What follows belongs to an exercise in optimizing a design on an open flow for small area and a short achievable clock period; a production flow would make more cautious choices.
In this exercise RTL edits were held to simulation tests only and were not proved equivalent to the original.
Power figures rest on the tool's default switching activity, not on a simulated workload.

**design.v**
```verilog
module KF6845_Bus_Control_Logic (
    input   logic           clock,
    input   logic           reset,
    input   logic           CS_N,
    input   logic           RS,
    input   logic           ENABLE,
    input   logic           R_OR_W,
    input   logic   [7:0]   D_IN,
    output  logic   [7:0]   internal_data_bus,
    output  logic   [15:0]  write_register,
    output  logic           read_next,
    output  logic   [4:0]   address
);
    logic   [7:0]   latch_data;
    always_ff @(posedge clock) begin
        latch_data  <= D_IN;
    end
    assign  internal_data_bus   = latch_data;
    logic           wr_addr_arm;
    logic           wr_reg_arm;
    logic           wr_vt_arm;
    logic           wr_adj_arm;
    logic           wr_msl_arm;
    wire    sel_wr  = ENABLE & ~CS_N & ~R_OR_W;
    assign  read_next   = ENABLE & ~CS_N &  R_OR_W & RS;
    always_ff @(posedge clock, posedge reset) begin
        if (reset) begin
            wr_addr_arm     <= 1'b0;
            wr_reg_arm      <= 1'b0;
            wr_vt_arm       <= 1'b0;
            wr_adj_arm      <= 1'b0;
            wr_msl_arm      <= 1'b0;
        end
        else begin
            wr_addr_arm     <= sel_wr & ~RS;
            wr_reg_arm      <= sel_wr &  RS;
            wr_vt_arm       <= sel_wr &  RS & (address == 5'h04);
            wr_adj_arm      <= sel_wr &  RS & (address == 5'h05);
            wr_msl_arm      <= sel_wr &  RS & (address == 5'h09);
        end
    end
    always_ff @(posedge clock, posedge reset) begin
        if (reset)
            address             <= 5'h00;
        else if (wr_addr_arm & ~ENABLE)
            address             <= latch_data[4:0];
    end
    wire    write_reg   = wr_reg_arm & ~ENABLE;
    genvar i;
    generate
        for (i = 0; i < 16; i = i + 1) begin : g_we
            if (i == 4)
                assign  write_register[i]   = wr_vt_arm & ~ENABLE;
            else if (i == 5)
                assign  write_register[i]   = wr_adj_arm & ~ENABLE;
            else if (i == 9)
                assign  write_register[i]   = wr_msl_arm & ~ENABLE;
            else
                assign  write_register[i]   = write_reg & (address == i);
        end
    endgenerate
endmodule
module KF6845_Horizontal_Control (
    input   logic           clock,
    input   logic           video_clock_enable,
    input   logic           reset,
    input   logic   [7:0]   internal_data_bus,
    input   logic           write_horizontal_total_register,
    input   logic           write_horizontal_displayed_register,
    input   logic           write_horizontal_sync_position_register,
    input   logic           write_horizontal_sync_width_register,
    output  logic           Horizontal,
    output  logic           Horizontal_Half,
    output  logic           Horizontal_End,
    output  logic           H_Display,
    output  logic           HSYNC
);
    logic   [7:0]   horizontal_total;
    logic   [7:0]   horizontal_displayed;
    logic   [7:0]   horizontal_sync_position;
    logic   [3:0]   horizontal_sync_width;
    always_ff @(posedge clock, posedge reset) begin
        if (reset) begin
            horizontal_total            <= 8'h00;
            horizontal_displayed        <= 8'h00;
            horizontal_sync_position    <= 8'h00;
            horizontal_sync_width       <= 4'h0;
        end
        else begin
            if (write_horizontal_total_register)
                horizontal_total            <= internal_data_bus;
            if (write_horizontal_displayed_register)
                horizontal_displayed        <= internal_data_bus;
            if (write_horizontal_sync_position_register)
                horizontal_sync_position    <= internal_data_bus;
            if (write_horizontal_sync_width_register)
                horizontal_sync_width       <= internal_data_bus[3:0];
        end
    end
    logic   [7:0]   counter_plus_one;
    wire    [7:0]   next_horizontal_counter = Horizontal ? 8'h00 : counter_plus_one;
    always_ff @(posedge clock, posedge reset) begin
        if (reset)
            counter_plus_one    <= 8'h00;
        else if (video_clock_enable)
            counter_plus_one    <= next_horizontal_counter + 8'h01;
    end
    wire    wire_Horizontal         = (next_horizontal_counter == horizontal_total);
    wire    wire_Horizontal_Half    = (next_horizontal_counter == {1'b0, horizontal_total[7:1]});
    wire    wire_Horizontal_End     = (next_horizontal_counter == horizontal_displayed);
    wire    wire_Sync_Start         = (next_horizontal_counter == horizontal_sync_position);
    logic   [3:0]   horizontal_sync_width_counter;
    logic           reset_horizontal_sync_width;
    wire    [3:0]   next_horizontal_sync_width_counter =
                        reset_horizontal_sync_width ? 4'h0 :
                        HSYNC ? horizontal_sync_width_counter + 4'h1 : horizontal_sync_width_counter;
    wire    wire_reset_horizontal_sync_width = (next_horizontal_sync_width_counter == horizontal_sync_width);
    always_ff @(posedge clock, posedge reset) begin
        if (reset) begin
            horizontal_sync_width_counter   <= 4'h0;
            reset_horizontal_sync_width     <= 1'b0;
            Horizontal                      <= 1'b0;
            Horizontal_Half                 <= 1'b0;
            Horizontal_End                  <= 1'b0;
            H_Display                       <= 1'b0;
            HSYNC                           <= 1'b0;
        end
        else if (video_clock_enable) begin
            horizontal_sync_width_counter   <= next_horizontal_sync_width_counter;
            reset_horizontal_sync_width     <= wire_reset_horizontal_sync_width;
            Horizontal                      <= wire_Horizontal;
            Horizontal_Half                 <= wire_Horizontal_Half;
            Horizontal_End                  <= wire_Horizontal_End;
            H_Display                       <= ~wire_Horizontal_End & (wire_Horizontal | H_Display);
            HSYNC                           <= ~wire_reset_horizontal_sync_width & (wire_Sync_Start | HSYNC);
        end
    end
endmodule
module KF6845_Vertical_Control (
    input   logic           clock,
    input   logic           video_clock_enable,
    input   logic           reset,
    input   logic   [7:0]   internal_data_bus,
    input   logic           write_vertical_total_register,
    input   logic           write_vertical_total_adjust_register,
    input   logic           write_vertical_displayed_register,
    input   logic           write_vertical_sync_position_register,
    input   logic           write_interlace_mode_register,
    input   logic           write_maximum_scan_line_register,
    input   logic           Horizontal,
    input   logic           Horizontal_Half,
    output  logic           V_total_at,
    output  logic           Scanline_End_at,
    output  logic           V_Display,
    output  logic   [4:0]   RA,
    output  logic           VSYNC
);
    function automatic logic inc_eq7(input logic [6:0] a, input logic [6:0] b);
        logic [6:0] diff;
        logic [6:0] ones_below;
        integer i;
        begin
            diff = a ^ b;
            for (i = 0; i < 7; i = i + 1)
                ones_below[i] = ~|(~a & ((7'd1 << i) - 7'd1));
            inc_eq7 = (diff == ones_below);
        end
    endfunction
    function automatic logic inc_eq5(input logic [4:0] a, input logic [4:0] b);
        logic [4:0] diff;
        logic [4:0] ones_below;
        integer i;
        begin
            diff = a ^ b;
            for (i = 0; i < 5; i = i + 1)
                ones_below[i] = ~|(~a & ((5'd1 << i) - 5'd1));
            inc_eq5 = (diff == ones_below);
        end
    endfunction
    function automatic logic inc_eq4(input logic [3:0] a, input logic [3:0] b);
        logic [3:0] diff;
        logic [3:0] ones_below;
        integer i;
        begin
            diff = a ^ b;
            for (i = 0; i < 4; i = i + 1)
                ones_below[i] = ~|(~a & ((4'd1 << i) - 4'd1));
            inc_eq4 = (diff == ones_below);
        end
    endfunction
    function automatic logic inc2_eq5(input logic [4:0] a, input logic [4:0] b);
        inc2_eq5 = (a[0] == b[0]) & inc_eq4(a[4:1], b[4:1]);
    endfunction
    logic   [6:0]   vertical_total_m1;             
    wire    [6:0]   bus7_m1 = internal_data_bus[6:0] - 7'h01;
    logic   [4:0]   vertical_total_adjust;
    logic   [6:0]   vertical_displayed;
    logic   [6:0]   vertical_sync_position_m1;     
    logic   [1:0]   interlace_mode;
    logic   [4:0]   maximum_scan_line;
    always_ff @(posedge clock, posedge reset) begin
        if (reset) begin
            vertical_total_m1           <= 7'h7F;
            vertical_total_adjust       <= 5'h00;
            vertical_displayed          <= 7'h00;
            vertical_sync_position_m1   <= 7'h3E;
            interlace_mode              <= 2'b00;
            maximum_scan_line           <= 5'h00;
        end
        else begin
            if (write_vertical_total_register)
                vertical_total_m1       <= bus7_m1;
            if (write_vertical_total_adjust_register)
                vertical_total_adjust   <= internal_data_bus[4:0];
            if (write_vertical_displayed_register)
                vertical_displayed      <= internal_data_bus[6:0];
            if (write_vertical_sync_position_register)
                vertical_sync_position_m1   <= internal_data_bus[6:0] - 7'h01;
            if (write_interlace_mode_register)
                interlace_mode          <= internal_data_bus[1:0];
            if (write_maximum_scan_line_register)
                maximum_scan_line       <= internal_data_bus[4:0];
        end
    end
    logic   [4:0]   scan_line_counter;
    logic   [6:0]   character_row_counter;
    logic           interlace_video;     
    logic           odd_or_even;
    logic           Vadjust;
    logic   [3:0]   Vsync_counter;
    logic           Vsync_odd;
    logic           Vsync_even;
    logic           scan_line_match;
    logic           adjust_match;
    logic           adjust_match_m1;
    logic           row_match;
    logic           adjust_zero;     
    always_ff @(posedge clock, posedge reset) begin
        if (reset)
            adjust_zero     <= 1'b1;
        else if (write_vertical_total_adjust_register)
            adjust_zero     <= ~|internal_data_bus[4:0];
    end
    wire    v_total_match   = odd_or_even ? (adjust_zero ? row_match : (Vadjust & adjust_match_m1))
                                          : (Vadjust & adjust_match);
    wire    [4:0]   bus5    = internal_data_bus[4:0];
    wire    [6:0]   bus7    = internal_data_bus[6:0];
    wire    sl_eq_bus       = (scan_line_counter == bus5);
    wire    sl1_eq_bus      = inc_eq5(scan_line_counter, bus5);
    wire    sl2_eq_bus      = inc2_eq5(scan_line_counter, bus5);
    wire    sl1_eq_msl      = inc_eq5(scan_line_counter, maximum_scan_line);
    wire    sl2_eq_adj      = inc2_eq5(scan_line_counter, vertical_total_adjust);
    wire    bus5_zero       = (bus5 == 5'd0);
    wire    bus5_one        = (bus5 == 5'd1);
    wire    msl_zero        = ~|maximum_scan_line;
    wire    adj_one         = (vertical_total_adjust == 5'd1);
    wire    row_eq_bus      = (character_row_counter == bus7);
    wire    row1_eq_bus     = (character_row_counter == bus7_m1);
    wire    row1_eq_vt      = (character_row_counter == vertical_total_m1);
    wire    bus7_zero       = (bus7 == 7'd0);
    wire    vt_zero         = &vertical_total_m1;
    wire    we_msl          = write_maximum_scan_line_register;
    wire    we_adj          = write_vertical_total_adjust_register;
    wire    we_vt           = write_vertical_total_register;
    always_ff @(posedge clock, posedge reset) begin
        if (reset) begin
            scan_line_match     <= 1'b1;
            adjust_match        <= 1'b1;
            adjust_match_m1     <= 1'b0;
            row_match           <= 1'b1;
        end
        else if (video_clock_enable & Horizontal & (v_total_match | scan_line_match)) begin
            scan_line_match     <= we_msl ? bus5_zero : msl_zero;
            adjust_match        <= we_adj ? bus5_zero : adjust_zero;
            adjust_match_m1     <= we_adj ? bus5_one  : adj_one;
            if (v_total_match)
                row_match       <= we_vt ? bus7_zero : vt_zero;
            else
                row_match       <= we_vt ? row1_eq_bus : row1_eq_vt;
        end
        else if (video_clock_enable & Horizontal) begin
            scan_line_match     <= we_msl ? sl1_eq_bus : sl1_eq_msl;
            adjust_match        <= we_adj ? sl1_eq_bus : adjust_match_m1;
            adjust_match_m1     <= we_adj ? sl2_eq_bus : sl2_eq_adj;
            row_match           <= we_vt  ? row_eq_bus : row_match;
        end
        else begin
            scan_line_match     <= we_msl ? sl_eq_bus  : scan_line_match;
            adjust_match        <= we_adj ? sl_eq_bus  : adjust_match;
            adjust_match_m1     <= we_adj ? sl1_eq_bus : adjust_match_m1;
            row_match           <= we_vt  ? row_eq_bus : row_match;
        end
    end
    assign  Scanline_End_at = Horizontal & scan_line_match;
    assign  V_total_at      = Horizontal & v_total_match;
    wire    vdisp_zero  = ~|vertical_displayed;
    wire    vdisp_inc   = inc_eq7(character_row_counter, vertical_displayed);
    wire    vdisp_hold  = (character_row_counter == vertical_displayed);
    wire    vsp_zero    = &vertical_sync_position_m1;
    wire    vsp_inc     = (character_row_counter == vertical_sync_position_m1);
    wire    v_display_hold  = ~vdisp_hold & V_Display;
    wire    v_display_event = V_total_at      ? ~vdisp_zero :
                              Scanline_End_at ? (~vdisp_inc & V_Display) : v_display_hold;
    wire    vsync_start     = Scanline_End_at & (V_total_at ? vsp_zero : vsp_inc);
    always_ff @(posedge clock, posedge reset) begin
        if (reset) begin
            scan_line_counter       <= 5'h00;
            character_row_counter   <= 7'h00;
            interlace_video         <= 1'b0;
            odd_or_even             <= 1'b1;
            Vadjust                 <= 1'b0;
            V_Display               <= 1'b0;
            RA                      <= 5'h00;
            Vsync_counter           <= 4'h0;
            Vsync_odd               <= 1'b0;
            Vsync_even              <= 1'b0;
        end
        else begin
            V_Display               <= video_clock_enable ? v_display_event : v_display_hold;
            if (video_clock_enable) begin
                if (V_total_at)
                    character_row_counter   <= 7'h00;
                else if (Scanline_End_at)
                    character_row_counter   <= character_row_counter + 7'h01;
                if (V_total_at) begin
                    interlace_video     <= &interlace_mode;
                    odd_or_even         <= ~interlace_mode[0] | ~odd_or_even;
                end
                if (V_total_at)
                    Vadjust             <= 1'b0;
                else if (Scanline_End_at & row_match)
                    Vadjust             <= 1'b1;
                if (Horizontal) begin
                    if (v_total_match | scan_line_match) begin
                        scan_line_counter   <= 5'h00;
                        RA                  <= {4'h0, interlace_video & odd_or_even};
                    end
                    else begin
                        scan_line_counter   <= scan_line_counter + 5'h01;
                        RA                  <= RA + {3'h0, interlace_video, ~interlace_video};
                    end
                    if (vsync_start) begin
                        Vsync_odd           <= 1'b1;
                        Vsync_counter       <= 4'h0;
                    end
                    else begin
                        if (&Vsync_counter)
                            Vsync_odd       <= 1'b0;
                        Vsync_counter       <= Vsync_counter + 4'h1;
                    end
                end
                if (Horizontal_Half)
                    Vsync_even          <= Vsync_odd;
            end
        end
    end
    assign  VSYNC   = odd_or_even ? Vsync_odd : Vsync_even;
endmodule
module KF6845_Linear_Address_Generator (
    input   logic           clock,
    input   logic           video_clock_enable,
    input   logic           reset,
    input   logic   [7:0]   internal_data_bus,
    input   logic           write_start_address_h_register,
    input   logic           write_start_address_l_register,
    input   logic           Horizontal,
    input   logic           Horizontal_End,
    input   logic           V_total_at,
    input   logic           Scanline_End_at,
    output  logic   [13:0]  MA
);
    logic   [13:0]  start_address;
    always_ff @(posedge clock, posedge reset) begin
        if (reset)
            start_address   <= 14'h0;
        else begin
            if (write_start_address_h_register)
                start_address[13:8] <= internal_data_bus[5:0];
            if (write_start_address_l_register)
                start_address[7:0]  <= internal_data_bus;
        end
    end
    wire    [13:0]  increment_ma = MA + 14'h1;
    logic   [13:0]  retrace_ma;
    logic   [13:0]  next_line_ma;
    wire    [13:0]  line_ma = V_total_at ? start_address :
                              Scanline_End_at ? next_line_ma : retrace_ma;
    always_ff @(posedge clock, posedge reset) begin
        if (reset) begin
            retrace_ma      <= 14'h0;
            next_line_ma    <= 14'h0;
            MA              <= 14'h0;
        end
        else if (video_clock_enable) begin
            if (Horizontal)
                retrace_ma  <= line_ma;
            if (Horizontal_End)
                next_line_ma    <= increment_ma;
            MA              <= Horizontal ? line_ma : increment_ma;
        end
    end
endmodule
module KF6845_Cursor (
    input   logic           clock,
    input   logic           video_clock_enable,
    input   logic           reset,
    input   logic   [7:0]   internal_data_bus_in,
    input   logic           write_cursor_start_register,
    input   logic           write_cursor_end_register,
    input   logic           write_cursor_h_register,
    input   logic           write_cursor_l_register,
    output  logic   [13:0]  cursor_address,
    input   logic           V_total_at,
    input   logic   [4:0]   RA,
    input   logic   [13:0]  MA,
    output  logic           CURSOR
);
    logic   [1:0]   blink_config;
    logic   [4:0]   cursor_start;
    logic   [4:0]   cursor_end;
    always_ff @(posedge clock, posedge reset) begin
        if (reset) begin
            blink_config            <= 2'h1;
            cursor_start            <= 5'h0;
            cursor_end              <= 5'h0;
            cursor_address          <= 14'h0;
        end
        else begin
            if (write_cursor_start_register) begin
                blink_config        <= internal_data_bus_in[6:5];
                cursor_start        <= internal_data_bus_in[4:0];
            end
            if (write_cursor_end_register)
                cursor_end          <= internal_data_bus_in[4:0];
            if (write_cursor_h_register)
                cursor_address[13:8] <= internal_data_bus_in[5:0];
            if (write_cursor_l_register)
                cursor_address[7:0] <= internal_data_bus_in;
        end
    end
    logic   [4:0]   field_rate_counter;
    logic           cursor_on;
    wire    V_total = video_clock_enable & V_total_at;
    always_ff @(posedge clock, posedge reset) begin
        if (reset) begin
            field_rate_counter      <= 5'h0;
            cursor_on               <= 1'b0;
        end
        else begin
            if (V_total)
                field_rate_counter  <= field_rate_counter + 5'h1;
            if (~blink_config[1])
                cursor_on           <= ~blink_config[0];
            else if (V_total & ~|field_rate_counter[3:0] & (~blink_config[0] | ~field_rate_counter[4]))
                cursor_on           <= ~cursor_on;
        end
    end
    wire    cursor_character = (cursor_address == MA);
    wire    cursor_scanline  = (cursor_start <= RA) && (RA <= cursor_end);
    assign  CURSOR  = cursor_character & cursor_scanline & cursor_on;
endmodule
module KF6845_Light_Pen (
    input   logic           clock,
    input   logic           video_clock_enable,
    input   logic           reset,
    output  logic   [13:0]  light_pen,
    output  logic   [13:0]  next_light_pen,
    input   logic   [13:0]  MA,
    input   logic           LPSTB
);
    logic   prev_lpstb;
    always_ff @(posedge clock, posedge reset) begin
        if (reset)
            prev_lpstb      <= 1'b1;
        else if (video_clock_enable)
            prev_lpstb      <= LPSTB;
    end
    assign  next_light_pen  = (video_clock_enable & ~prev_lpstb & LPSTB) ? MA : light_pen;
    always_ff @(posedge clock, posedge reset) begin
        if (reset)
            light_pen       <= 14'h0;
        else
            light_pen       <= next_light_pen;
    end
endmodule
module KF6845 (
    input   logic           clock,
    input   logic           video_clock_enable,
    input   logic           reset,
    input   logic           CS_N,
    input   logic           RS,
    input   logic           ENABLE,
    input   logic           R_OR_W,
    input   logic   [7:0]   D_IN,
    output  logic   [7:0]   D_OUT,
    input   logic           LPSTB,
    output  logic           CURSOR,
    output  logic           HSYNC,
    output  logic           VSYNC,
    output  logic   [4:0]   RA,
    output  logic   [13:0]  MA,
    output  logic           DE
);
    logic   [7:0]   internal_data_bus;
    logic   [15:0]  write_register;
    logic           read_next;
    logic   [4:0]   address;
    logic   [13:0]  next_light_pen;
    logic           Horizontal;
    logic           Horizontal_Half;
    logic           Horizontal_End;
    logic           H_Display;
    logic           V_Display;
    logic           V_total_at;
    logic           Scanline_End_at;
    logic           CURSOR_Buffer;
    logic           HSYNC_Buffer;
    logic           VSYNC_Buffer;
    logic   [4:0]   RA_Buffer;
    logic   [13:0]  MA_Buffer;
    logic   [13:0]  cursor_address;
    logic   [13:0]  light_pen;
    KF6845_Bus_Control_Logic u_Bus_Control_Logic (
        .clock                                      (clock),
        .reset                                      (reset),
        .CS_N                                       (CS_N),
        .RS                                         (RS),
        .ENABLE                                     (ENABLE),
        .R_OR_W                                     (R_OR_W),
        .D_IN                                       (D_IN),
        .internal_data_bus                          (internal_data_bus),
        .write_register                             (write_register),
        .read_next                                  (read_next),
        .address                                    (address)
    );
    KF6845_Horizontal_Control u_Horizontal_Control (
        .clock                                      (clock),
        .video_clock_enable                         (video_clock_enable),
        .reset                                      (reset),
        .internal_data_bus                          (internal_data_bus),
        .write_horizontal_total_register            (write_register[0]),
        .write_horizontal_displayed_register        (write_register[1]),
        .write_horizontal_sync_position_register    (write_register[2]),
        .write_horizontal_sync_width_register       (write_register[3]),
        .Horizontal                                 (Horizontal),
        .Horizontal_Half                            (Horizontal_Half),
        .Horizontal_End                             (Horizontal_End),
        .H_Display                                  (H_Display),
        .HSYNC                                      (HSYNC_Buffer)
    );
    KF6845_Vertical_Control u_Vertical_Control (
        .clock                                      (clock),
        .video_clock_enable                         (video_clock_enable),
        .reset                                      (reset),
        .internal_data_bus                          (internal_data_bus),
        .write_vertical_total_register              (write_register[4]),
        .write_vertical_total_adjust_register       (write_register[5]),
        .write_vertical_displayed_register          (write_register[6]),
        .write_vertical_sync_position_register      (write_register[7]),
        .write_interlace_mode_register              (write_register[8]),
        .write_maximum_scan_line_register           (write_register[9]),
        .Horizontal                                 (Horizontal),
        .Horizontal_Half                            (Horizontal_Half),
        .V_total_at                                 (V_total_at),
        .V_Display                                  (V_Display),
        .Scanline_End_at                            (Scanline_End_at),
        .RA                                         (RA_Buffer),
        .VSYNC                                      (VSYNC_Buffer)
    );
    KF6845_Linear_Address_Generator u_Linear_Address_Generator (
        .clock                                      (clock),
        .video_clock_enable                         (video_clock_enable),
        .reset                                      (reset),
        .internal_data_bus                          (internal_data_bus),
        .write_start_address_h_register             (write_register[12]),
        .write_start_address_l_register             (write_register[13]),
        .Horizontal                                 (Horizontal),
        .Horizontal_End                             (Horizontal_End),
        .V_total_at                                 (V_total_at),
        .Scanline_End_at                            (Scanline_End_at),
        .MA                                         (MA_Buffer)
    );
    KF6845_Cursor u_Cursor (
        .clock                                      (clock),
        .video_clock_enable                         (video_clock_enable),
        .reset                                      (reset),
        .internal_data_bus_in                       (internal_data_bus),
        .write_cursor_start_register                (write_register[10]),
        .write_cursor_end_register                  (write_register[11]),
        .write_cursor_h_register                    (write_register[14]),
        .write_cursor_l_register                    (write_register[15]),
        .cursor_address                             (cursor_address),
        .V_total_at                                 (V_total_at),
        .RA                                         (RA_Buffer),
        .MA                                         (MA_Buffer),
        .CURSOR                                     (CURSOR_Buffer)
    );
    KF6845_Light_Pen u_Light_Pen (
        .clock                                      (clock),
        .video_clock_enable                         (video_clock_enable),
        .reset                                      (reset),
        .light_pen                                  (light_pen),
        .next_light_pen                             (next_light_pen),
        .MA                                         (MA),
        .LPSTB                                      (LPSTB)
    );
    logic   [7:0]   read_data;
    always_comb begin
        case (address)
            5'h0E:   read_data  = {2'b00, cursor_address[13:8]};
            5'h0F:   read_data  = cursor_address[7:0];
            5'h10:   read_data  = {2'b00, next_light_pen[13:8]};
            5'h11:   read_data  = next_light_pen[7:0];
            default: read_data  = 8'hFF;
        endcase
    end
    logic   [7:0]   D_OUT_n;
    always_ff @(posedge clock, posedge reset) begin
        if (reset)
            D_OUT_n <= 8'h00;
        else
            D_OUT_n <= read_next ? ~read_data : 8'h00;
    end
    assign  D_OUT   = ~D_OUT_n;
    always_ff @(posedge clock, posedge reset) begin
        if (reset) begin
            CURSOR  <= 1'b0;
            HSYNC   <= 1'b0;
            VSYNC   <= 1'b0;
            RA      <= 5'h0;
            MA      <= 14'h0;
            DE      <= 1'b0;
        end
        else begin
            CURSOR  <= CURSOR_Buffer;
            HSYNC   <= HSYNC_Buffer;
            VSYNC   <= VSYNC_Buffer;
            RA      <= RA_Buffer;
            MA      <= MA_Buffer;
            DE      <= H_Display & V_Display;
        end
    end
endmodule
```
**flow/run.sh**
```bash
#!/bin/bash
set -euo pipefail
export BUFFER_PORTS_ARGS="-buffer_cell sky130_fd_sc_hd__buf_4"
export CTS_ARGS="-sink_clustering_enable -repair_clock_nets -sink_clustering_size 16 -sink_clustering_max_diameter 60 -buf_list sky130_fd_sc_hd__clkbuf_8 -dont_use_dummy_load"
bash standard.sh finish > flow_make.log 2>&1
```
**standard.sh**
```bash
#!/bin/bash
# synth_recipe.tcl (not shown) runs the flow's synth.tcl, then flattens the netlist and writes it again
# the make line also repeats each setting of config.mk as NAME=value (left out here)
make -C /OpenROAD-flow-scripts/flow DESIGN_CONFIG=/design/flow/config.mk WORK_HOME=/design/flow/orfs CLKGATE_MAP_FILE= SYNTH_SCRIPT=/design/flow/synth_recipe.tcl "${@:-finish}"
```
**config.mk**
```make
export PLATFORM = sky130hd
export DESIGN_NAME = KF6845
export DESIGN_NICKNAME = KF6845
export VERILOG_FILES = /design/flow/design.v
export SDC_FILE = /design/flow/constraint.sdc
export NUM_CORES = 4
export LEC_CHECK = 0
export ABC_AREA = 1
export CAP_MARGIN = 20
export CORE_MARGIN = 2
export CORE_UTILIZATION = 60
export SETUP_SLACK_MARGIN = 2.1
export SLEW_MARGIN = 20
```
**constraint.sdc**
```tcl
create_clock -name core_clock -period 4.0 [get_ports {clock}]
set_input_delay 0.8000 -clock core_clock [delete_from_list [all_inputs] [get_ports {clock}]]
set_output_delay 0.8000 -clock core_clock [all_outputs]
set_load 0.01 [all_outputs]
```
==> metrics.md, run 1 <==
| Metric | Value |
|---|---|
| Placed cell count | `1767` |
| Commonest cells in the netlist | `nand2_1, dfrtp_1, inv_1, o21ai_0, nand3_1` |
| R2R Path Start | `u_Vertical_Control.row_match` |
| Clk buf depth | `3` |
| Ports | `47` |
| TritonCTS Buffers | `23` |
| Number of global-route vias before repair | `between 9000 and 10000` |
| Setup Skew | `roughly 0.050 ns` |
| Synth-to-Final Area Change | `13.30%` |
| VDD IR max | `0.0003123 V` |
| Max stage delay on crit path | `approximately 0.57 ns` |
| Main flop type after synthesis | `dfrtp_1` |
| Crit-path cells | `nand2_2 > nand3_2 > nand2_4 > nor2_4 > clkinvlp_4 > buf_6 > o211ai_1 > o211ai_1` |
| Via-per-instance ratio | `5.673` |
| Worst slew pin tran | `slightly below 0.9 ns` |
| CTS root buf | `clkbuf_8` |
| Antenna Cells | `0` |
| Most common cell in the netlist | `nand2_1` |
| H-tree lvl count | `1` |
| Synth top area share | `between 40% and 50%` |
| CTS Sinks | `263` |
| Max_cap viols | `0` |
| Netlist cell types | `52` |
| Total GRT Usage | `between 30 and 40%` |
| Critical Path RT | `4.40 ns` |
| Final wirelength | `between 30 and 40 mm` |
| DR pass1 iterations | `5` |
| Sequential share of the synthesized area | `between 50 and 60%` |
| Core ar. | `around 21000 um2` |
| Crit path time final | `1.930 ns` |
| I/O Buffers | `46` |
| Area contributors post-synth | `dfrtp_1, nand2_1, o21ai_0, inv_1, dfstp_2` |
| Critical Path End Type | `flop` |
| CP Max Fanout | `6` |
| Number of synthesized flops with an enable pin | `0` |
| CTS clk-pin slew, worst paths | `about 0.1 ns` |
| CP arrival | `between 2 and 2.5 ns` |
| Vias | `10450` |
| Buf+Inv Stages, Crit Path | `2` |
| Register bit total from synthesis | `roughly 260` |
| Final #Nets | `1611` |
| Initial antenna violation count | `0` |
| DP Worst Slack | `between 1 and 1.5 ns` |
| Setup WS post-layout | `around 2.1 ns` |
| CP Launch Type | `flop` |
| Hold Path Class | `in2reg` |
| Fin crit share | `slightly below 50%` |
| Pwr per Cell Area | `~570 nW/um2` |
| Delay-heaviest family, CP | `flip-flops` |
| Status | `timing/DRC/antenna clean` |
| Layout cell share with drive strength beyond 1 | `roughly 17%` |
| Hold Crit Start | `D_IN[1]` |
| Die area | `between 20000 and 25000 um2` |
| Pins Over Slew Limit | `0` |
| Most used cell along the critical path | `o211ai_1` |
| Initial Utilization | `between 60% and 70%` |
| Syn_nets | `1527` |
| First-pass GRT wire length | `around 53 mm` |
| Final hold viol count | `0` |
| Worst path slowest cell | `dfstp_2` |
| Cell Area, Synth | `about 13000 um2` |
| # rows | `53` |
| Post-DP HPWL | `about 22 mm` |
| Antenna viol nets, final | `0` |
| Grt ovf | `0` |
| Hold buffer count at CTS | `0` |
| Async set-or-reset flop fraction in the synthesized netlist | `96.96%` |
| DIE WIDTH | `150.2 um` |
| Slew headroom | `41.04%` |
| Syn Inst Count | `1485` |
| Largest area contributor in the netlist | `dfrtp_1` |
| Crit. Startpoint | `u_Vertical_Control.row_match` |
| Largest net degree at the start of global routing | `between 80 and 90` |
| RePlAce Congestion | `just over 0.9` |
| Synth Area per Inst | `8.639 um2` |
| Die Ht | `approximately 150 um` |
| Post-route insts no fill | `around 1800` |
| Residual DRC | `0` |
| RSZ-0062 raised after global routing | `true` |
| F_max | `a little over 500 MHz` |
| Clock latency on the worst-skew pair | `about 0.56 ns` |
| P_leak | `around 7 nW` |
| DR WL/cell | `about 18 um` |
| Fill cell count | `between 1500 and 2000` |
| DR iter-0 viols | `~650` |
| Crit Path Class | `reg2reg` |
| Synthesis Warnings | `7` |
| Final setup vio count | `0` |
| TritonCTS clock tree | `built` |
cell type report:
type	count	area (um2)	share of cell area (%)
Timing Repair Buffer	107	993.5	6.835
Sequential cell	263	6589	45.33
Clock buffer	23	316.6	2.178
Multi-Input combinational cell	1003	5598	38.51
Timing Repair inverter	2	15.01	0.1033
Tap cell	275	344.1	2.367
Inverter	169	679.4	4.674
registers in the layout, summed over array words and instances (netlist names), 7 cells and up:
name	cells
MA	14
u_Cursor.cursor_address	14
u_Light_Pen.light_pen	14
u_Linear_Address_Generator.MA	14
u_Linear_Address_Generator.next_line_ma	14
u_Linear_Address_Generator.retrace_ma	14
u_Linear_Address_Generator.start_address	14
D_OUT_n	8
u_Bus_Control_Logic.latch_data	8
u_Horizontal_Control.counter_plus_one	8
u_Horizontal_Control.horizontal_displayed	8
u_Horizontal_Control.horizontal_sync_position	8
u_Horizontal_Control.horizontal_total	8
u_Vertical_Control.character_row_counter	7
u_Vertical_Control.vertical_displayed	7
u_Vertical_Control.vertical_sync_position_m1	7
u_Vertical_Control.vertical_total_m1	7
metal layers:
| layer | track usage, % | share of wire [%] | vias to the layer above | wire length, um |
|---|---|---|---|---|
| li1 | - | - | 5034 | - |
| met2 | 47.92 | 46 | 305 | 15170 |
| met5 | 0 | 0 | - | 0 |
| met4 | 9.906 | 3.9 | 0 | 1291 |
| met3 | 3.000 | 5.0 | 74 | 1648 |
| met1 | 43.63 | 45 | 5037 | 15110 |
final timing paths:
path	endpoint	slack, ns	cells past startpoint
max	u_Linear_Address_Generator.MA[5]	2.07	8
min	u_Bus_Control_Logic.latch_data[1]	0.33	1
max reg2reg	u_Linear_Address_Generator.MA[5]	2.07	8
min reg2reg	MA[13]	0.41	0
max in group asynchronous	u_Horizontal_Control.horizontal_displayed[0]	2.59	3
min in group asynchronous	u_Light_Pen.light_pen[3]	0.41	2
logic make-up after synthesis:
logic type               after synthesis  synth area share, %
AO/OA/AOI/OAI                        266                12.31
buffers and inverters                219                6.749
flip-flops                           263                51.18
adder cells (fa/ha/maj)               26                2.594
XOR/XNOR                              81                5.530
AND/OR/NAND/NOR                      624                21.00
multiplexers                           6               0.6437
per-stage QoR:
stage | cell area [um2] | hold WS [ns] | setup TNS [ns] | power [mW] | utilization (%)
after global placement | 13410 | 0.4045 | 0 | 6.443 | 63.79
after detailed placement | 13410 | 0.4179 | 0 | 6.506 | 63.79
after floorplan | 12830 | 0.3741 | -33.54 | 5.721 | -
after CTS | 14150 | 0.3080 | 0 | 8.064 | 67.29
after global routing | 14540 | 0.3187 | 0 | 8.818 | 69.14
final | 14540 | 0.3341 | 0 | 8.242 | 69.14
cells in the final DEF, fill, tap and decap left out, drive strengths merged, types with 29 or more instances in the layout:
master,instances
buf,107
dfrtp,236
inv,158
nand2,398
nand3,77
nor2,76
nor3,29
o211ai,41
o21ai,162
xnor2,36
xor2,45
where the power goes:
part | switching, mW | total [mW] | internal (mW)
sequential | 0.633 | 3.94 | 3.31
combinational | 1.66 | 2.94 | 1.29
clock | 0.845 | 1.36 | 0.514
total | 3.13 | 8.24 | 5.11
timing repair:
action / 4_1_cts / 5_1_grt
setup endpoints to repair: 113 / 110
cloned: 1 / 1
pin swaps: 2 / 20
buffers inserted: 32 / 18
resized for setup: 54 / 76
==> run 2: changes to the inputs <==
--- a/config.mk
+++ b/config.mk
@@ -9,5 +9,6 @@
 export CAP_MARGIN = 20
 export CORE_MARGIN = 2
 export CORE_UTILIZATION = 60
-export SETUP_SLACK_MARGIN = 2.1
+export PLACE_DENSITY = 0.75
+export SETUP_SLACK_MARGIN = 2.05
 export SLEW_MARGIN = 20
==> metrics.md, run 2 <==
| Metric | Value |
|---|---|
| Status | `timing/DRC/antenna clean (unchanged)` |
| Synth Area per Inst | `8.639 um2 (unchanged)` |
| TritonCTS clock tree | `built (unchanged)` |
| R2R setup slack | `2.09 ns (was 2.07 ns)` |
| Initial antenna violation count | `0 (unchanged)` |
| Via-per-instance ratio | `5.713 (was 5.673)` |
| CTS root buf | `clkbuf_8 (unchanged)` |
| Number of global-route vias before repair | `9978 (was 9847)` |
| Die area | `22570 um2 (unchanged)` |
| Grt ovf | `0 (unchanged)` |
| Number of synthesized flops with an enable pin | `0 (unchanged)` |
| Synth-to-Final Area Change | `9.724% (was 13.30%)` |
| Worst slew pin tran | `1.004 ns (was 0.8826 ns)` |
| CTS Sinks | `263 (unchanged)` |
| Crit path time final | `1.909 ns (was 1.930 ns)` |
| Synthesis Warnings | `7 (unchanged)` |
| Final setup vio count | `0 (unchanged)` |
| Post-DP HPWL | `21.02 mm (was 22.09 mm)` |
| Placed cell count | `1765 (was 1767)` |
| Clock latency on the worst-skew pair | `0.56 ns (about the same)` |
| CP Launch Type | `flop (unchanged)` |
| Largest net degree at the start of global routing | `177 (was 86)` |
| Syn Inst Count | `1485 (unchanged)` |
| DR WL/cell | `17.52 um (was 18.03 um)` |
| Final Util | `66.96% (was 69.14%)` |
| VDD IR max | `0.0003238 V (was 0.0003123 V)` |
| Delay-heaviest family, CP | `flip-flops (unchanged)` |
| Multi-input logic area | `5463 um2 (was 5598 um2)` |
| Slew headroom | `33.09% (was 41.04%)` |
| I/O Buffers | `46 (unchanged)` |
| Sequential share of the synthesized area | `51.18% (unchanged)` |
| WHS Endpoint | `u_Bus_Control_Logic.latch_data[7] (was u_Bus_Control_Logic.latch_data[1])` |
| Synth top area share | `46.04% (unchanged)` |
| TritonCTS Buffers | `22 (was 23)` |
| Hold buffer count at CTS | `0 (unchanged)` |
| R2R depth | `12 (was 8)` |
| Fin crit share | `47.72% (was 48.24%)` |
| Most frequent cells in the layout | `nand2_1, dfrtp_1, o21ai_0 (was nand2_1, dfrtp_1, inv_1)` |
| Critical Path RT | `3.20 ns (was 4.40 ns)` |
| Residual DRC | `0 (unchanged)` |
| CTS clk-pin slew, worst paths | `0.10 ns (about the same)` |
| RSZ-0062 raised after global routing | `true (unchanged)` |
| CP Max Fanout | `2 (was 6)` |
| Register bit total from synthesis | `263 (unchanged)` |
| Cell Area, Synth | `12830 um2 (unchanged)` |
| Async set-or-reset flop fraction in the synthesized netlist | `96.96% (unchanged)` |
| Clk buf depth | `3 (unchanged)` |
| Hold path depth | `1 (unchanged)` |
| Pins Over Slew Limit | `0 (unchanged)` |
| Total GRT Usage | `29.08% (was 30.08%)` |
| DIE WIDTH | `150.2 um (unchanged)` |
| Fill cell count | `1675 (was 1745)` |
| Final wirelength | `31.85 mm (was 33.22 mm)` |
| Final hold viol count | `0 (unchanged)` |
| Max stage delay on crit path | `0.42 ns (was 0.57 ns)` |
| FF/Latch Area | `6584 um2 (was 6589 um2)` |
| Post-route insts no fill | `1818 (was 1842)` |
| Largest area contributor in the netlist | `dfrtp_1 (unchanged)` |
| Critical Path End Type | `output port (was flop)` |
| Commonest non-fill, non-tap cell in the layout | `nand2_1 (unchanged)` |
| Layout cell share with drive strength beyond 1 | `13.09% (was 16.66%)` |
| Vias | `10387 (was 10450)` |
| Area contributors post-synth | `dfrtp_1, nand2_1, o21ai_0, inv_1, dfstp_2 (unchanged)` |
| DP Worst Slack | `1.427 ns (was 1.095 ns)` |
| P_leak | `6.710 nW (was 6.883 nW)` |
| Core ar. | `21020 um2 (unchanged)` |
| F_max | `523.9 MHz (was 518.2 MHz)` |
| Worst r2r dst | `u_Vertical_Control.row_match (was u_Linear_Address_Generator.MA[5])` |
| Commonest cells in the netlist | `nand2_1, dfrtp_1, inv_1, o21ai_0, nand3_1 (unchanged)` |
| Initial Utilization | `61.03% (unchanged)` |
| Overall power | `7.965 mW (was 8.242 mW)` |
| CP arrival | `1.11 ns (was 2.33 ns)` |
| R2R Path Start | `u_Bus_Control_Logic.latch_data[1] (was u_Vertical_Control.row_match)` |
| First-pass GRT wire length | `51.81 mm (was 52.99 mm)` |
| Crit Path Class | `reg2out (was reg2reg)` |
| Syn_nets | `1527 (unchanged)` |
| Worst path slowest cell | `dfrtp_1 (was dfstp_2)` |
| DR pass1 iterations | `5 (unchanged)` |
| Max_cap viols | `0 (unchanged)` |
| Setup Skew | `0.04597 ns (was 0.05007 ns)` |
| Buf+Inv Stages, Crit Path | `1 (was 2)` |
| Main flop type after synthesis | `dfrtp_1 (unchanged)` |
| Hold Path Class | `in2reg (unchanged)` |
| H-tree lvl count | `1 (unchanged)` |
| RePlAce Congestion | `0.8870 (was 0.9064)` |
| Die Ht | `150.2 um (unchanged)` |
| Final #Nets | `1587 (was 1611)` |
| Antenna viol nets, final | `0 (unchanged)` |
| Antenna Cells | `0 (unchanged)` |
| Hold Crit Start | `D_IN[7] (was D_IN[1])` |
| Crit-path cells | `buf_4 (was nand2_2 > nand3_2 > nand2_4 > nor2_4 > clkinvlp_4 > buf_6 > o211ai_1 > o211ai_1)` |
| Setup WS post-layout | `2.091 ns (was 2.070 ns)` |
| Ports | `47 (unchanged)` |
| Pwr per Cell Area | `565.9 nW/um2 (was 567.0 nW/um2)` |
| DR iter-0 viols | `861 (was 649)` |
| # rows | `53 (unchanged)` |
| Most common cell in the netlist | `nand2_1 (unchanged)` |
| Netlist cell types | `52 (unchanged)` |
run 2: cell counts after synthesis:
Identical to the previous run, type by type.
run 2: how the worst max path moves through the flow:
stage | endpoint | slack (ns) | startpoint | cells after the start
2_1_floorplan | CURSOR | -0.14 | reset | 1
3_3_place_gp | u_Cursor.cursor_on | 1.47 | video_clock_enable | 10
3_5_place_dp | u_Cursor.cursor_on | 1.43 | video_clock_enable | 9
4_1_cts | u_Linear_Address_Generator.retrace_ma[1] | 1.99 | u_Horizontal_Control.Horizontal | 5
5_1_grt | u_Vertical_Control.row_match | 1.90 | u_Bus_Control_Logic.latch_data[5] | 11
6_report | MA[12] | 2.09 | MA[12] | 1
run 2: stage by stage:
stage | cell area [um2] | hold slack, ns | setup TNS, ns
2_1_floorplan | 12830 | 0.3741 | -33.54
3_3_place_gp | 13380 | 0.3998 | 0
3_5_place_dp | 13380 | 0.4008 | 0
4_1_cts | 13890 | 0.3180 | 0
5_1_grt | 14080 | 0.3062 | 0
6_report | 14080 | 0.3473 | 0
run 2: cell type report:
class / count / area share, %
tap: 275 / 2.444
timing repair inverter: 2 / 0.1067
timing repair buffer: 84 / 4.969
inverter: 169 / 4.747
clock buffer: 22 / 2.151
sequential: 263 / 46.77
multi-input combinational: 1003 / 38.81
run 2: routing by layer:
| layer | wire (um) | track usage, % | vias up | part of all wire, % |
|---|---|---|---|---|
| met4 | 1048 | 10.52 | 0 | 3.3 |
| met5 | 0 | 0 | - | 0 |
| met3 | 1969 | 3.455 | 70 | 6.2 |
| met2 | 14970 | 47.03 | 371 | 47 |
| met1 | 13870 | 40.80 | 4968 | 44 |
| li1 | - | - | 4978 | - |
run 2: cells by family (layout without fill, tap and decap cells):
kind of cell    Yosys count  count (layout)  share of synthesized area, %
simple gates            624             624                         21.00
compound gates          266             266                         12.31
flops                   263             263                         51.18
buf+inv                 219             277                         6.749
xor+xnor                 81              81                         5.530
fa+ha+maj                26              26                         2.594
mux                       6               6                        0.6437
run 2: report_power, final:
| group | switching [mW] | internal [mW] |
|---|---|---|
| sequential | 0.605 | 3.30 |
| clock | 0.839 | 0.494 |
| combinational | 1.58 | 1.15 |
| total | 3.02 | 4.94 |
run 2: timing repair:
item	CTS	global route
buffers inserted	18	11
gates resized for setup	18	31
gates cloned	2	0
pin swaps	2	2
setup endpoints to repair	51	64
==> run 3: changes to the inputs <==
==> flow/run.sh (replaced) <==
#!/bin/bash
set -euo pipefail
export BUFFER_PORTS_ARGS="-buffer_cell sky130_fd_sc_hd__buf_4"
export CTS_ARGS="-sink_clustering_enable -repair_clock_nets -sink_clustering_size 16 -sink_clustering_max_diameter 60 -buf_list sky130_fd_sc_hd__clkbuf_16 -dont_use_dummy_load"
bash standard.sh finish > flow_make.log 2>&1
--- a/config.mk
+++ b/config.mk
@@ -9,6 +9,5 @@
 export CAP_MARGIN = 20
 export CORE_MARGIN = 2
 export CORE_UTILIZATION = 60
-export PLACE_DENSITY = 0.75
-export SETUP_SLACK_MARGIN = 2.05
+export SETUP_SLACK_MARGIN = 2.1
 export SLEW_MARGIN = 20
==> metrics.md, run 3 <==
| Metric | Value |
|---|---|
| Crit path time final | `1.890 ns (was 1.909 ns)` |
| CTS Sinks | `263 (unchanged)` |
| Antenna viol nets, final | `0 (unchanged)` |
| Clock latency on the worst-skew pair | `0.52 ns (was 0.56 ns)` |
| Crit-path cells | `nand2_2 > nor2_4 > inv_1 > nor2_1 > a32o_1 > nor3_1 (was buf_4)` |
| CTS root buf | `clkbuf_16 (was clkbuf_8)` |
| Crit Path Class | `reg2reg (was reg2out)` |
| Final setup vio count | `0 (unchanged)` |
| Pwr per Cell Area | `593.1 nW/um2 (was 565.9 nW/um2)` |
| TritonCTS clock tree | `built (unchanged)` |
| Netlist cell types | `52 (unchanged)` |
| Placed cell count | `1767 (was 1765)` |
| DIE WIDTH | `150.2 um (unchanged)` |
| Fill cell count | `1732 (was 1675)` |
| Mux contribution to synthesized area | `0.6437% (unchanged)` |
| Worst path slowest cell | `dfrtp_1 (unchanged)` |
| I/O Buffers | `46 (unchanged)` |
| Most frequent cells in the layout | `nand2_1, dfrtp_1, o21ai_0 (unchanged)` |
| Residual DRC | `0 (unchanged)` |
| Largest net degree at the start of global routing | `86 (was 177)` |
| Critical Path End Type | `flop (was output port)` |
| Compound-cell area share of the yosys netlist | `12.31% (unchanged)` |
| Post-synthesis xor/xnor area fraction | `5.530% (unchanged)` |
| Critical Path RT | `4.41 ns (was 3.20 ns)` |
| Most common cell in the netlist | `nand2_1 (unchanged)` |
| Main flop type after synthesis | `dfrtp_1 (unchanged)` |
| Setup Skew | `0.03814 ns (was 0.04597 ns)` |
| Core ar. | `21020 um2 (unchanged)` |
| Fin crit share | `47.26% (was 47.72%)` |
| Initial antenna violation count | `0 (unchanged)` |
| Final wirelength | `33.27 mm (was 31.85 mm)` |
| Delay-heaviest family, CP | `simple AND/OR/NAND/NOR gates (was flip-flops)` |
| Post-route insts no fill | `1834 (was 1818)` |
| Synth Area per Inst | `8.639 um2 (unchanged)` |
| Status | `timing/DRC/antenna clean (unchanged)` |
| Slew headroom | `40.95% (was 33.09%)` |
| Commonest non-fill, non-tap cell in the layout | `nand2_1 (unchanged)` |
| DR WL/cell | `18.14 um (was 17.52 um)` |
| DR pass1 iterations | `6 (was 5)` |
| Synth top area share | `46.04% (unchanged)` |
| Vias | `10399 (was 10387)` |
| Main combinational cell family by area after synthesis | `simple AND/OR/NAND/NOR gates (unchanged)` |
| Final #Nets | `1603 (was 1587)` |
| P_leak | `6.917 nW (was 6.710 nW)` |
| CP Launch Type | `flop (unchanged)` |
| Via-per-instance ratio | `5.670 (was 5.713)` |
| DP Worst Slack | `1.095 ns (was 1.427 ns)` |
| CP arrival | `2.30 ns (was 1.11 ns)` |
| Grt ovf | `0 (unchanged)` |
| H-tree lvl count | `1 (unchanged)` |
| First-pass GRT wire length | `53.20 mm (was 51.81 mm)` |
| Cell Area, Synth | `12830 um2 (unchanged)` |
| RSZ-0062 raised after global routing | `true (unchanged)` |
| Total GRT Usage | `30.12% (was 29.08%)` |
| Post-DP HPWL | `22.09 mm (was 21.02 mm)` |
| Syn Inst Count | `1485 (unchanged)` |
| Initial Utilization | `61.03% (unchanged)` |
| RePlAce Congestion | `0.9064 (was 0.8870)` |
| Sequential share of the synthesized area | `51.18% (unchanged)` |
| VDD IR max | `0.0003804 V (was 0.0003238 V)` |
| TritonCTS Buffers | `23 (was 22)` |
| Final hold viol count | `0 (unchanged)` |
| Max stage delay on crit path | `0.52 ns (was 0.42 ns)` |
| Commonest cells in the netlist | `nand2_1, dfrtp_1, inv_1, o21ai_0, nand3_1 (unchanged)` |
| CP Max Fanout | `8 (was 2)` |
| CTS clk-pin slew, worst paths | `0.07 ns (was 0.10 ns)` |
| Antenna Cells | `0 (unchanged)` |
| Number of synthesized flops with an enable pin | `0 (unchanged)` |
| Largest area contributor in the netlist | `dfrtp_1 (unchanged)` |
| Syn_nets | `1527 (unchanged)` |
| Number of global-route vias before repair | `9810 (was 9978)` |
| DR iter-0 viols | `781 (was 861)` |
| Hold Path Class | `in2reg (unchanged)` |
| Worst slew pin tran | `0.8838 ns (was 1.004 ns)` |
| Ports | `47 (unchanged)` |
| Area contributors post-synth | `dfrtp_1, nand2_1, o21ai_0, inv_1, dfstp_2 (unchanged)` |
| Post-Synth Adder-Cell Area | `2.594% (unchanged)` |
| Simple-Gate Fraction of Synth Area | `21.00% (unchanged)` |
| F_max | `529.0 MHz (was 523.9 MHz)` |
| Die Ht | `150.2 um (unchanged)` |
| Die area | `22570 um2 (unchanged)` |
| Synthesis Warnings | `7 (unchanged)` |
| Layout cell share with drive strength beyond 1 | `15.39% (was 13.09%)` |
| Register bit total from synthesis | `263 (unchanged)` |
| Synth-to-Final Area Change | `13.79% (was 9.724%)` |
| Pins Over Slew Limit | `0 (unchanged)` |
| Async set-or-reset flop fraction in the synthesized netlist | `96.96% (unchanged)` |
| Clk buf depth | `3 (unchanged)` |
| Buf+Inv Stages, Crit Path | `1 (unchanged)` |
| Setup WS post-layout | `2.110 ns (was 2.091 ns)` |
| # rows | `53 (unchanged)` |
| Max_cap viols | `0 (unchanged)` |
==> run 3: cells by family (layout without fill, tap and decap cells) <==
kind of cell | after synthesis | count (layout)
multiplexers | 6 | 6
AO/OA/AOI/OAI | 266 | 266
adder cells (fa/ha/maj) | 26 | 26
AND/OR/NAND/NOR | 624 | 624
XOR/XNOR | 81 | 81
buffers and inverters | 219 | 293
flip-flops | 263 | 263
==> run 3: cell type report <==
type	instances	area (um2)	share of cell area, %
well taps	275	344.1	2.357
clock buffers	23	575.6	3.943
inverters	169	679.4	4.654
multi-input cells	1003	5545	37.99
repair inverters	2	15.01	0.1029
repair buffers	99	854.6	5.854
flip-flops and latches	263	6584	45.10
==> run 3: final timing paths <==
check / start / to / slack (ns) / cells past startpoint
min in group asynchronous: reset / u_Light_Pen.light_pen[3] / 0.45 / 2
max in group asynchronous: reset / u_Horizontal_Control.Horizontal / 2.58 / 3
hold reg to reg: u_Linear_Address_Generator.MA[13] / MA[13] / 0.41 / 0
setup reg to reg: u_Bus_Control_Logic.address[3] / D_OUT_n[4] / 2.11 / 6
hold / removal: D_IN[1] / u_Bus_Control_Logic.latch_data[1] / 0.38 / 1
setup / recovery: u_Bus_Control_Logic.address[3] / D_OUT_n[4] / 2.11 / 6
==> run 3: routing by layer <==
metal | wire [um] | up-vias | global-route usage [%]
li1 | - | 5036 | -
met1 | 15020 | 4964 | 44.02
met2 | 15390 | 340 | 48.40
met3 | 1771 | 59 | 3.091
met4 | 1081 | 0 | 8.160
met5 | 0 | - | 0
==> run 3: repair_timing <==
action / CTS / global route
hold buffers: 0 / 0
gates cloned: 1 / 1
endpoints found under the setup margin: 107 / 89
setup buffers: 25 / 17
pin swaps: 2 / 8
resized for setup: 31 / 53
endpoints found under the hold margin: 0 / 0
==> run 3: where the power goes <==
part	total, mW	switching [mW]	internal (mW)	leakage, nW
combinational	2.81	1.63	1.18	3.26
clock	1.92	0.910	1.01	0.283
sequential	3.92	0.617	3.31	3.37
total	8.66	3.16	5.50	6.92
==> run 3: stage by stage <==
step / util, % / TNS, ns / power (mW) / hold slack [ns] / area (um2)
floorplan: - / -33.54 / 5.721 / 0.3741 / 12830
detailed placement: 63.79 / 0 / 6.506 / 0.4179 / 13410
finish: 69.44 / 0 / 8.657 / 0.3831 / 14600
global route: 69.44 / 0 / 9.243 / 0.3753 / 14600
CTS: 67.89 / 0 / 8.545 / 0.3679 / 14270
global placement: 63.79 / 0 / 6.443 / 0.4045 / 13410
==> run 4: changes to the inputs <==
==> flow/run.sh (replaced) <==
#!/bin/bash
set -euo pipefail
export BUFFER_PORTS_ARGS="-buffer_cell sky130_fd_sc_hd__buf_4"
export CTS_ARGS="-repair_clock_nets -buf_list sky130_fd_sc_hd__clkbuf_8 -dont_use_dummy_load"
bash standard.sh finish > flow_make.log 2>&1
==> metrics.md, run 4 <==
| Metric | Value |
|---|---|
| Status | `timing/DRC/antenna clean (unchanged)` |
| Clock latency on the worst-skew pair | `0.59 ns (was 0.52 ns)` |
| Slew headroom | `39.71% (was 40.95%)` |
| CTS root buf | `clkbuf_8 (was clkbuf_16)` |
| Die area | `22570 um2 (unchanged)` |
| Multi-input logic area | `5513 um2 (was 5545 um2)` |
| P_leak | `7.042 nW (was 6.917 nW)` |
| Sum Neg Setup Slack | `0 ns (unchanged)` |
| Number of global-route vias before repair | `10205 (was 9810)` |
| Most frequent cells in the layout | `nand2_1, dfrtp_1, o21ai_0 (unchanged)` |
| Synth Area per Inst | `8.639 um2 (unchanged)` |
| Post-synthesis xor/xnor area fraction | `5.530% (unchanged)` |
| Clock power share | `23.1% (was 22.2%)` |
| Simple-Gate Fraction of Synth Area | `21.00% (unchanged)` |
| Residual DRC | `0 (unchanged)` |
| CP Max Fanout | `1 (was 8)` |
| DIE WIDTH | `150.2 um (unchanged)` |
| Largest area contributor in the netlist | `dfrtp_1 (unchanged)` |
| FF/Latch Area | `6586 um2 (was 6584 um2)` |
| Crit path time final | `1.938 ns (was 1.890 ns)` |
| Pwr per Cell Area | `599.1 nW/um2 (was 593.1 nW/um2)` |
| Clk buf depth | `3 (unchanged)` |
| CP Launch Type | `flop (unchanged)` |
| Vias | `10606 (was 10399)` |
| R2R depth | `13 (was 6)` |
| Sequential share of the synthesized area | `51.18% (unchanged)` |
| Syn Inst Count | `1485 (unchanged)` |
| Fill cell count | `1690 (was 1732)` |
| Syn_nets | `1527 (unchanged)` |
| Ports | `47 (unchanged)` |
| Antenna viol nets, final | `0 (unchanged)` |
| Final Util | `70.48% (was 69.44%)` |
| Antenna Cells | `0 (unchanged)` |
| Pins Over Slew Limit | `0 (unchanged)` |
| R2R Path Start | `u_Bus_Control_Logic.latch_data[1] (was u_Bus_Control_Logic.address[3])` |
| Largest net degree at the start of global routing | `86 (unchanged)` |
| Synth-to-Final Area Change | `15.49% (was 13.79%)` |
| Post-DP HPWL | `22.09 mm (unchanged)` |
| Total GRT Usage | `31.28% (was 30.12%)` |
| Critical Path End Type | `output port (was flop)` |
| Initial Utilization | `61.03% (unchanged)` |
| Core ar. | `21020 um2 (unchanged)` |
| RSZ-0062 raised after global routing | `true (unchanged)` |
| DR WL/cell | `17.97 um (was 18.14 um)` |
| Fin crit share | `48.44% (was 47.26%)` |
| RePlAce Congestion | `0.9064 (unchanged)` |
| R2R setup slack | `2.15 ns (was 2.11 ns)` |
| Hold Path Class | `in2reg (unchanged)` |
| Final #Nets | `1636 (was 1603)` |
| DR iter-0 viols | `758 (was 781)` |
| First-pass GRT wire length | `54.34 mm (was 53.20 mm)` |
| Critical Path RT | `3.20 ns (was 4.41 ns)` |
| Mux contribution to synthesized area | `0.6437% (unchanged)` |
| Worst hold margin | `0.3353 ns (was 0.3831 ns)` |
| Int Pwr | `5.643 mW (was 5.501 mW)` |
| Sw frac | `36.43% (was 36.46%)` |
| Capture point of the critical path | `D_OUT[4] (was D_OUT_n[4])` |
| Worst r2r dst | `u_Vertical_Control.row_match (was D_OUT_n[4])` |
| Hold Crit Start | `D_IN[7] (was D_IN[1])` |
| Placed cell count | `1767 (unchanged)` |
| Netlist cell types | `52 (unchanged)` |
| Synthesis Warnings | `7 (unchanged)` |
| Commonest cells in the netlist | `nand2_1, dfrtp_1, inv_1, o21ai_0, nand3_1 (unchanged)` |
| Layout cell share with drive strength beyond 1 | `16.90% (was 15.39%)` |
| Post-Synth Adder-Cell Area | `2.594% (unchanged)` |
| CTS Sinks | `263 (unchanged)` |
| Setup Skew | `0.04230 ns (was 0.03814 ns)` |
| Commonest non-fill, non-tap cell in the layout | `nand2_1 (unchanged)` |
| Final setup vio count | `0 (unchanged)` |
| Initial antenna violation count | `0 (unchanged)` |
| DR pass1 iterations | `5 (was 6)` |
| Main flop type after synthesis | `dfrtp_1 (unchanged)` |
| Grt ovf | `0 (unchanged)` |
| TritonCTS Buffers | `49 (was 23)` |
| Number of synthesized flops with an enable pin | `0 (unchanged)` |
| H-tree lvl count | `5 (was 1)` |
| Final wirelength | `33.55 mm (was 33.27 mm)` |
| Most common cell in the netlist | `nand2_1 (unchanged)` |
| CTS clk-pin slew, worst paths | `0.09 ns (was 0.07 ns)` |
| I/O Buffers | `46 (unchanged)` |
| Setup WS post-layout | `2.062 ns (was 2.110 ns)` |
| Synth top area share | `46.04% (unchanged)` |
| Final hold viol count | `0 (unchanged)` |
| Via-per-instance ratio | `5.681 (was 5.670)` |
| Main combinational cell family by area after synthesis | `simple AND/OR/NAND/NOR gates (unchanged)` |
| VDD IR max | `0.0003699 V (was 0.0003804 V)` |
| Register bit total from synthesis | `263 (unchanged)` |
| Die Ht | `150.2 um (unchanged)` |
| TritonCTS clock tree | `built (unchanged)` |
| Comb power frac | `32.5% (about the same)` |
| # rows | `53 (unchanged)` |
| Crit. Startpoint | `D_OUT_n[4] (was u_Bus_Control_Logic.address[3])` |
| Worst slew pin tran | `0.9025 ns (was 0.8838 ns)` |
| Cell Area, Synth | `12830 um2 (unchanged)` |
| Async set-or-reset flop fraction in the synthesized netlist | `96.96% (unchanged)` |
| F_max | `516.1 MHz (was 529.0 MHz)` |
| Sequential power share | `44.4% (was 45.3%)` |
| Crit Path Class | `reg2out (was reg2reg)` |
| DP Worst Slack | `1.095 ns (unchanged)` |
| CP arrival | `1.14 ns (was 2.30 ns)` |
| Compound-cell area share of the yosys netlist | `12.31% (unchanged)` |
| Max_cap viols | `0 (unchanged)` |
| Psw | `3.234 mW (was 3.157 mW)` |
| Area contributors post-synth | `dfrtp_1, nand2_1, o21ai_0, inv_1, dfstp_2 (unchanged)` |
| Post-route insts no fill | `1867 (was 1834)` |
[run 4: worst max-delay path: stages (launching register included)]
cell and delay, ns:
dfrtp_1 0.38, inv_1 0.07, buf_6 0.10
[run 4: power by group through the flow]
stage / combinational, mW / clock [mW] / sequential [mW]
after CTS: 2.72 / 2.08 / 3.95
final: 2.88 / 2.05 / 3.94
after global routing: 3.25 / 2.23 / 4.02
after global placement: 2.46 / 0 / 3.99
after floorplan: 1.98 / 0 / 3.74
after detailed placement: 2.52 / 0 / 3.99
[run 4: worst min-delay path by stage]
| stage | slack (ns) | to | cells after the start |
|---|---|---|---|
| floorplan | 0.37 | MA[13] | 0 |
| global placement | 0.40 | MA[13] | 0 |
| detailed placement | 0.42 | RA[2] | 0 |
| CTS | 0.32 | u_Bus_Control_Logic.latch_data[7] | 1 |
| global route | 0.30 | u_Bus_Control_Logic.latch_data[7] | 1 |
| finish | 0.34 | u_Bus_Control_Logic.latch_data[7] | 1 |
[run 4: cell families after synthesis]
| kind of cell | Yosys count |
|---|---|
| and+or+nand+nor | 624 |
| buffers and inverters | 219 |
| DFF | 263 |
| muxes | 6 |
| AOI/OAI and AO/OA | 266 |
| adders and majority gates | 26 |
| xor gates and xnor gates | 81 |
[run 4: layout make-up]
| type | count | share of cell area (%) |
|---|---|---|
| repair inverters | 2 | 0.1013 |
| repair buffers | 106 | 6.790 |
| inverters | 169 | 4.569 |
| clock buffers | 49 | 4.552 |
| well taps | 275 | 2.322 |
| flip-flops and latches | 263 | 44.46 |
| multi-input cells | 1003 | 37.21 |
[run 4: metal layers]
metal	track usage [%]	wire length (um)	vias to the layer above	share of wire, %
met2	49.66	15830	351	47
met1	43.76	14890	5107	44
met4	10.85	931	0	2.8
li1	-	-	5084	-
met5	0	0	-	0
met3	5.455	1897	64	5.7
[run 4: timing repair]
action                     4_1_cts  5_1_grt
pin swaps                        3       13
gates cloned                     2        0
buffers inserted                34       15
hold buffers                     0        0
gates resized for setup         62       42
setup endpoints to repair      110      107
[run 4: stage by stage]
stage / area [um2] / power (mW)
after floorplan: 12830 / 5.721
final: 14820 / 8.877
after CTS: 14560 / 8.758
after global placement: 13410 / 6.443
after global routing: 14820 / 9.494
after detailed placement: 13410 / 6.506
==> run 5: changes to the inputs <==
--- a/design.v
+++ b/design.v
@@ -18,25 +18,16 @@
     assign  internal_data_bus   = latch_data;
     logic           wr_addr_arm;
     logic           wr_reg_arm;
-    logic           wr_vt_arm;
-    logic           wr_adj_arm;
-    logic           wr_msl_arm;
     wire    sel_wr  = ENABLE & ~CS_N & ~R_OR_W;
     assign  read_next   = ENABLE & ~CS_N &  R_OR_W & RS;
     always_ff @(posedge clock, posedge reset) begin
         if (reset) begin
             wr_addr_arm     <= 1'b0;
             wr_reg_arm      <= 1'b0;
-            wr_vt_arm       <= 1'b0;
-            wr_adj_arm      <= 1'b0;
-            wr_msl_arm      <= 1'b0;
         end
         else begin
             wr_addr_arm     <= sel_wr & ~RS;
             wr_reg_arm      <= sel_wr &  RS;
-            wr_vt_arm       <= sel_wr &  RS & (address == 5'h04);
-            wr_adj_arm      <= sel_wr &  RS & (address == 5'h05);
-            wr_msl_arm      <= sel_wr &  RS & (address == 5'h09);
         end
     end
     always_ff @(posedge clock, posedge reset) begin
@@ -49,14 +40,7 @@
     genvar i;
     generate
         for (i = 0; i < 16; i = i + 1) begin : g_we
-            if (i == 4)
-                assign  write_register[i]   = wr_vt_arm & ~ENABLE;
-            else if (i == 5)
-                assign  write_register[i]   = wr_adj_arm & ~ENABLE;
-            else if (i == 9)
-                assign  write_register[i]   = wr_msl_arm & ~ENABLE;
-            else
-                assign  write_register[i]   = write_reg & (address == i);
+            assign  write_register[i]   = write_reg & (address == i);
         end
     endgenerate
 endmodule
==> flow/run.sh (replaced) <==
#!/bin/bash
set -euo pipefail
export BUFFER_PORTS_ARGS="-buffer_cell sky130_fd_sc_hd__buf_4"
export CTS_ARGS="-sink_clustering_enable -repair_clock_nets -sink_clustering_size 16 -sink_clustering_max_diameter 60 -buf_list sky130_fd_sc_hd__clkbuf_8 -dont_use_dummy_load"
bash standard.sh finish > flow_make.log 2>&1
--- a/config.mk
+++ b/config.mk
@@ -9,5 +9,5 @@
 export CAP_MARGIN = 20
 export CORE_MARGIN = 2
 export CORE_UTILIZATION = 60
-export SETUP_SLACK_MARGIN = 2.1
+export SETUP_SLACK_MARGIN = 2.0
 export SLEW_MARGIN = 20
==> metrics.md, run 5 <==
| Metric | Value |
|---|---|
| Commonest cells in the netlist | `nand2_1, dfrtp_1, o21ai_0, inv_1, nand3_1 (was nand2_1, dfrtp_1, inv_1, o21ai_0, nand3_1)` |
| Overall power | `7.798 mW (was 8.877 mW)` |
| Syn_nets | `1497 (was 1527)` |
| DR iter-0 viols | `782 (was 758)` |
| Final hold viol count | `0 (unchanged)` |
| Buf+Inv Stages, Crit Path | `1 (was 2)` |
| VDD IR max | `0.0004143 V (was 0.0003699 V)` |
| Most frequent cells in the layout | `nand2_1, dfrtp_1, o21ai_0 (unchanged)` |
| FF/Latch Area | `6502 um2 (was 6586 um2)` |
| Crit Path Class | `reg2out (unchanged)` |
| # rows | `53 (unchanged)` |
| Setup Skew | `0.03486 ns (was 0.04230 ns)` |
| Residual DRC | `0 (unchanged)` |
| P_leak | `6.678 nW (was 7.042 nW)` |
| Worst path slowest cell | `dfrtp_1 (unchanged)` |
| Final Util | `67.04% (was 70.48%)` |
| Antenna Cells | `0 (unchanged)` |
| Max_cap viols | `0 (unchanged)` |
| DR pass1 iterations | `5 (unchanged)` |
| Core ar. | `20890 um2 (was 21020 um2)` |
| Status | `timing/DRC/antenna clean (unchanged)` |
| Worst hold margin | `0.3354 ns (was 0.3353 ns)` |
| Final #Nets | `1554 (was 1636)` |
| CTS Sinks | `260 (was 263)` |
| Grt ovf | `0 (unchanged)` |
| Die Ht | `149.6 um (was 150.2 um)` |
| Fin crit share | `48.53% (was 48.44%)` |
| Worst slew pin tran | `0.9017 ns (was 0.9025 ns)` |
| Crit path time final | `1.941 ns (was 1.938 ns)` |
| Delay-heaviest family, CP | `flip-flops (unchanged)` |
| Ports | `47 (unchanged)` |
| Initial Utilization | `60.90% (was 61.03%)` |
| Largest net degree at the start of global routing | `60 (was 86)` |
| Vias | `10103 (was 10606)` |
| H-tree lvl count | `1 (was 5)` |
| Clk buf depth | `3 (unchanged)` |
| Max stage delay on crit path | `0.43 ns (was 0.38 ns)` |
| Final setup vio count | `0 (unchanged)` |
| CP Max Fanout | `1 (unchanged)` |
| I/O Buffers | `46 (unchanged)` |
| Critical Path End Type | `output port (unchanged)` |
| First-pass GRT wire length | `51.06 mm (was 54.34 mm)` |
| Post-DP HPWL | `21.79 mm (was 22.09 mm)` |
| Antenna viol nets, final | `0 (unchanged)` |
| Number of global-route vias before repair | `9543 (was 10205)` |
| TritonCTS Buffers | `23 (was 49)` |
| Main flop type after synthesis | `dfrtp_1 (unchanged)` |
| RSZ-0062 raised after global routing | `true (unchanged)` |
| DR WL/cell | `17.83 um (was 17.97 um)` |
| Clock latency on the worst-skew pair | `0.56 ns (was 0.59 ns)` |
| Most common cell in the netlist | `nand2_1 (unchanged)` |
| Pins Over Slew Limit | `0 (unchanged)` |
| Total GRT Usage | `29.08% (was 31.28%)` |
| CP arrival | `1.14 ns (about the same)` |
| Slew headroom | `39.76% (was 39.71%)` |
| Largest area contributor in the netlist | `dfrtp_1 (unchanged)` |
| Synthesis Warnings | `7 (unchanged)` |
| Final wirelength | `31.82 mm (was 33.55 mm)` |
| Crit-path cells | `buf_4 (was inv_1 > buf_6)` |
| DIE WIDTH | `149.6 um (was 150.2 um)` |
| Commonest non-fill, non-tap cell in the layout | `nand2_1 (unchanged)` |
| Cell Area, Synth | `12720 um2 (was 12830 um2)` |
| Layout cell share with drive strength beyond 1 | `14.24% (was 16.90%)` |
| TritonCTS clock tree | `built (unchanged)` |
| Hold Path Class | `in2reg (unchanged)` |
| Fill cell count | `1742 (was 1690)` |
| F_max | `515.2 MHz (was 516.1 MHz)` |
| Pwr per Cell Area | `556.8 nW/um2 (was 599.1 nW/um2)` |
| RePlAce Congestion | `0.9147 (was 0.9064)` |
| Sequential share of the synthesized area | `51.01% (was 51.18%)` |
| Critical Path RT | `3.20 ns (about the same)` |
-- run 5: cell types whose count changed after synthesis, moves of 9 or more --
cell     before  now
inv_2         6   15
inv_1       162  137
nor2_1       71   58
o21ai_1       7   31
o21ai_0     155  141
nand4_1      28   17
nand2_1     390  380
mux2_2        2   12
-- run 5: final cells by class --
| type | count | area share (%) |
|---|---|---|
| flip-flops and latches | 260 | 46.43 |
| inverters | 154 | 4.413 |
| repair inverters | 1 | 0.05360 |
| multi-input cells | 995 | 39.51 |
| repair buffers | 77 | 4.878 |
| clock buffers | 23 | 2.260 |
| well taps | 275 | 2.457 |
-- run 5: what timing repair did --
item,in CTS,in global routing
setup endpoints to repair,40,45
hold buffers,0,0
setup buffers,3,16
pin swaps,1,8
gates resized for setup,15,33
cloned,0,3
-- run 5: worst paths after layout --
kind	cells past startpoint	startpoint	slack [ns]	end
max	1	VSYNC	2.06	VSYNC
min	1	D_IN[3]	0.34	u_Bus_Control_Logic.latch_data[3]
max reg2reg	9	u_Vertical_Control.row_match	2.08	u_Linear_Address_Generator.MA[7]
min reg2reg	0	u_Linear_Address_Generator.MA[6]	0.45	MA[6]
max in group asynchronous	3	reset	2.63	u_Vertical_Control.vertical_total_m1[4]
min in group asynchronous	2	reset	0.43	HSYNC
-- run 5: per-stage QoR --
step           instance area (um2)  cells  setup TNS [ns]  setup WS (ns)
2_1_floorplan                12730   1455          -23.34        -0.1002
3_3_place_gp                 13340   1740               0          1.559
3_5_place_dp                 13340   1740               0          1.493
4_1_cts                      13720   1766               0          1.941
5_1_grt                      14000   1785               0          1.979
6_report                     14000   1785               0          2.059
-- run 5: layer usage --
| layer | wire length, um | part of all wire, % | track usage [%] |
|---|---|---|---|
| met4 | 700 | 2.2 | 6.524 |
| met2 | 14790 | 46 | 47.04 |
| met5 | 0 | 0 | 0 |
| met1 | 14460 | 45 | 42.25 |
| met3 | 1868 | 5.9 | 3.811 |
-- run 5: cells by family after synthesis --
group / Yosys count / synth area share [%]
simple gates: 606 / 21.28
fa+ha+maj: 26 / 2.616
compound gates: 269 / 12.23
flops: 260 / 51.01
xor+xnor: 81 / 5.576
mux: 12 / 1.062
buf+inv: 201 / 6.215
-- run 5: power by group --
group	internal, mW	total (mW)	switching (mW)
clock network	0.514	1.34	0.827
logic	1.07	2.58	1.51
registers	3.26	3.88	0.617
total	4.85	7.80	2.95
